This design comes from an exercise in tuning for small area and a short achievable clock period on the open sky130 flow, not from production work. In this exercise RTL edits were held to simulation tests only and were not proved equivalent to the original. Power figures rest on the tool's default switching activity, not on a simulated workload.

Design muitiplier, start of the top module:
module muitiplier(
    input clk,rstn,
    input pipeline_muitiplier_flush,
    input pipeline_muitiplier_stall,
    input [4:0] pipeline_muitiplier_subtype,
    input [31:0] pipeline_muitiplier_din1,
    input [31:0] pipeline_muitiplier_din2,
    output [31:0] muitiplier_pipeline_dout
);
    wire stall = pipeline_muitiplier_stall;
    wire flush = pipeline_muitiplier_flush;
    wire [4:0] mode = pipeline_muitiplier_subtype;
    wire [31:0] a = pipeline_muitiplier_din1;
    wire [31:0] b = pipeline_muitiplier_din2;
    wire sgn = (mode == 5'd1);
    wire a32 = sgn & a[31];
    wire b32 = sgn & b[31];
    wire one0 = b[0] ^ 1'b0;
    wire two0 = (b[1] & ~b[0] & ~1'b0) | (~b[1] & b[0] & 1'b0);
    wire neg0 = b[1] & ~(b[0] & 1'b0);
    wire [33:0] pp0;
    assign pp0[0] = ((one0 & a[0]) | (two0 & 1'b0)) ^ neg0;
    assign pp0[1] = ((one0 & a[1]) | (two0 & a[0])) ^ neg0;
    assign pp0[2] = ((one0 & a[2]) | (two0 & a[1])) ^ neg0;
    assign pp0[3] = ((one0 & a[3]) | (two0 & a[2])) ^ neg0;
    assign pp0[4] = ((one0 & a[4]) | (two0 & a[3])) ^ neg0;
    assign pp0[5] = ((one0 & a[5]) | (two0 & a[4])) ^ neg0;
    assign pp0[6] = ((one0 & a[6]) | (two0 & a[5])) ^ neg0;
    assign pp0[7] = ((one0 & a[7]) | (two0 & a[6])) ^ neg0;
    assign pp0[8] = ((one0 & a[8]) | (two0 & a[7])) ^ neg0;
    assign pp0[9] = ((one0 & a[9]) | (two0 & a[8])) ^ neg0;
    assign pp0[10] = ((one0 & a[10]) | (two0 & a[9])) ^ neg0;
    assign pp0[11] = ((one0 & a[11]) | (two0 & a[10])) ^ neg0;
    assign pp0[12] = ((one0 & a[12]) | (two0 & a[11])) ^ neg0;
    assign pp0[13] = ((one0 & a[13]) | (two0 & a[12])) ^ neg0;
    assign pp0[14] = ((one0 & a[14]) | (two0 & a[13])) ^ neg0;
    assign pp0[15] = ((one0 & a[15]) | (two0 & a[14])) ^ neg0;
    assign pp0[16] = ((one0 & a[16]) | (two0 & a[15])) ^ neg0;
    assign pp0[17] = ((one0 & a[17]) | (two0 & a[16])) ^ neg0;
    assign pp0[18] = ((one0 & a[18]) | (two0 & a[17])) ^ neg0;
    assign pp0[19] = ((one0 & a[19]) | (two0 & a[18])) ^ neg0;
  ...
For scale: roughly 27000 µm² of cells after synthesis.
clock: 12.0 ns
lec_check: 0
abc_area: 1
cap_margin: 5
core_margin: 2
core_utilization: 55
slew_margin: 5
synth_hierarchical: 1
standard.sh (not shown) runs the stock make flow with config.mk's settings and CLKGATE_MAP_FILE= SYNTH_SCRIPT=/design/flow/synth_recipe.tcl, a recipe that flattens the netlist after the stock synthesis.
==> flow/flow/run.sh <==
#!/bin/bash
# The standard ORFS layout (standard.sh) with three changes:
#  - every port still gets a buffer, but a buf_2 instead of the slow
#    clkdlybuf4s50_1 that buffer_ports picks by default;
#  - clock tree synthesis without dummy loads;
#  - timing repair aims for the setup slack in SETUP_SLACK_MARGIN below.
set -euo pipefail
export BUFFER_PORTS_ARGS="-buffer_cell sky130_fd_sc_hd__buf_2"
export CTS_ARGS="-sink_clustering_enable -repair_clock_nets -dont_use_dummy_load -buf_list {sky130_fd_sc_hd__clkbuf_4 sky130_fd_sc_hd__clkbuf_8}"
export SETUP_SLACK_MARGIN=5.6
bash standard.sh > standard_flow.log 2>&1
The starting point finished clean.
Change:
- ABC_AREA: 1 -> 0
- CAP_MARGIN: 5 -> 20
- SLEW_MARGIN: 5 -> 45
Outcome: The new run finished clean. Global-route usage drops by 3.9 points. Utilization goes up by 1.4 points. Via count came out lower by 3.4%. Combinational power grows by about 0.5%. Worst setup slack degrades by 0.27 ns. Register-to-register slack gains 0.49 ns. Sequential power is lower by about 4%. Worst hold slack improved by 0.037 ns. Sequential cell count is unchanged.
Change:
--- a/flow/flow/run.sh
+++ b/flow/flow/run.sh
@@ -3 +3 @@
-#  - every port still gets a buffer, but a buf_2 instead of the slow
+#  - every port still gets a buffer, but a buf_4 instead of the slow
@@ -8 +8 @@
-export BUFFER_PORTS_ARGS="-buffer_cell sky130_fd_sc_hd__buf_2"
+export BUFFER_PORTS_ARGS="-buffer_cell sky130_fd_sc_hd__buf_4"
- ABC_AREA: 0 -> 1
- SLEW_MARGIN: 45 -> 20
- The changed run finished with timing, DRC and antenna clean
- die area came out lower by 2.9%
- wire length came out higher by 5.5%
- first-iteration DRC count came out higher by 18%
- setup slack improves by 0.23 ns
- final area came out lower by 4.8%
- global-route usage came out higher by 3.8 points
- synthesized cell count came out higher by 0.99%

-- afterwards: timing with drivers on the ports --
The results above use ideal ports. As a check the final layouts listed here were re-extracted and re-timed, cells and wires unchanged. Step 1 assumes that a clkbuf_16 drives the clock port and a buf_2 every other input. Step 2 adds t to the input delays and takes it off the output delays; t is the mean of the earliest and latest rising clock arrival at the registers after step 1. Input paths then give back, and output paths get back, about the clock's delay inside the block. a / b / c = no drivers / after step 1 / after step 2; a / b = the first two.
run	t, ns	setup slack, ns	worst setup path at the end	latest minus earliest clock arrival (ns)	worst slew at a driven data input, ns
the first run	0.557	5.598 / 5.628 / 5.071	input to register	0.029 / 0.028	0.04
the second run	0.575	5.329 / 5.273 / 5.099	input to register	0.032 / 0.031	0.10
the third run	0.567	5.561 / 5.598 / 5.032	input to register	0.029 / 0.029	0.07
After both steps every run listed still meets setup and hold. For the third run, which loses most, drivers alone change the setup slack by +0.037 ns; drivers and shift together by -0.529 ns.
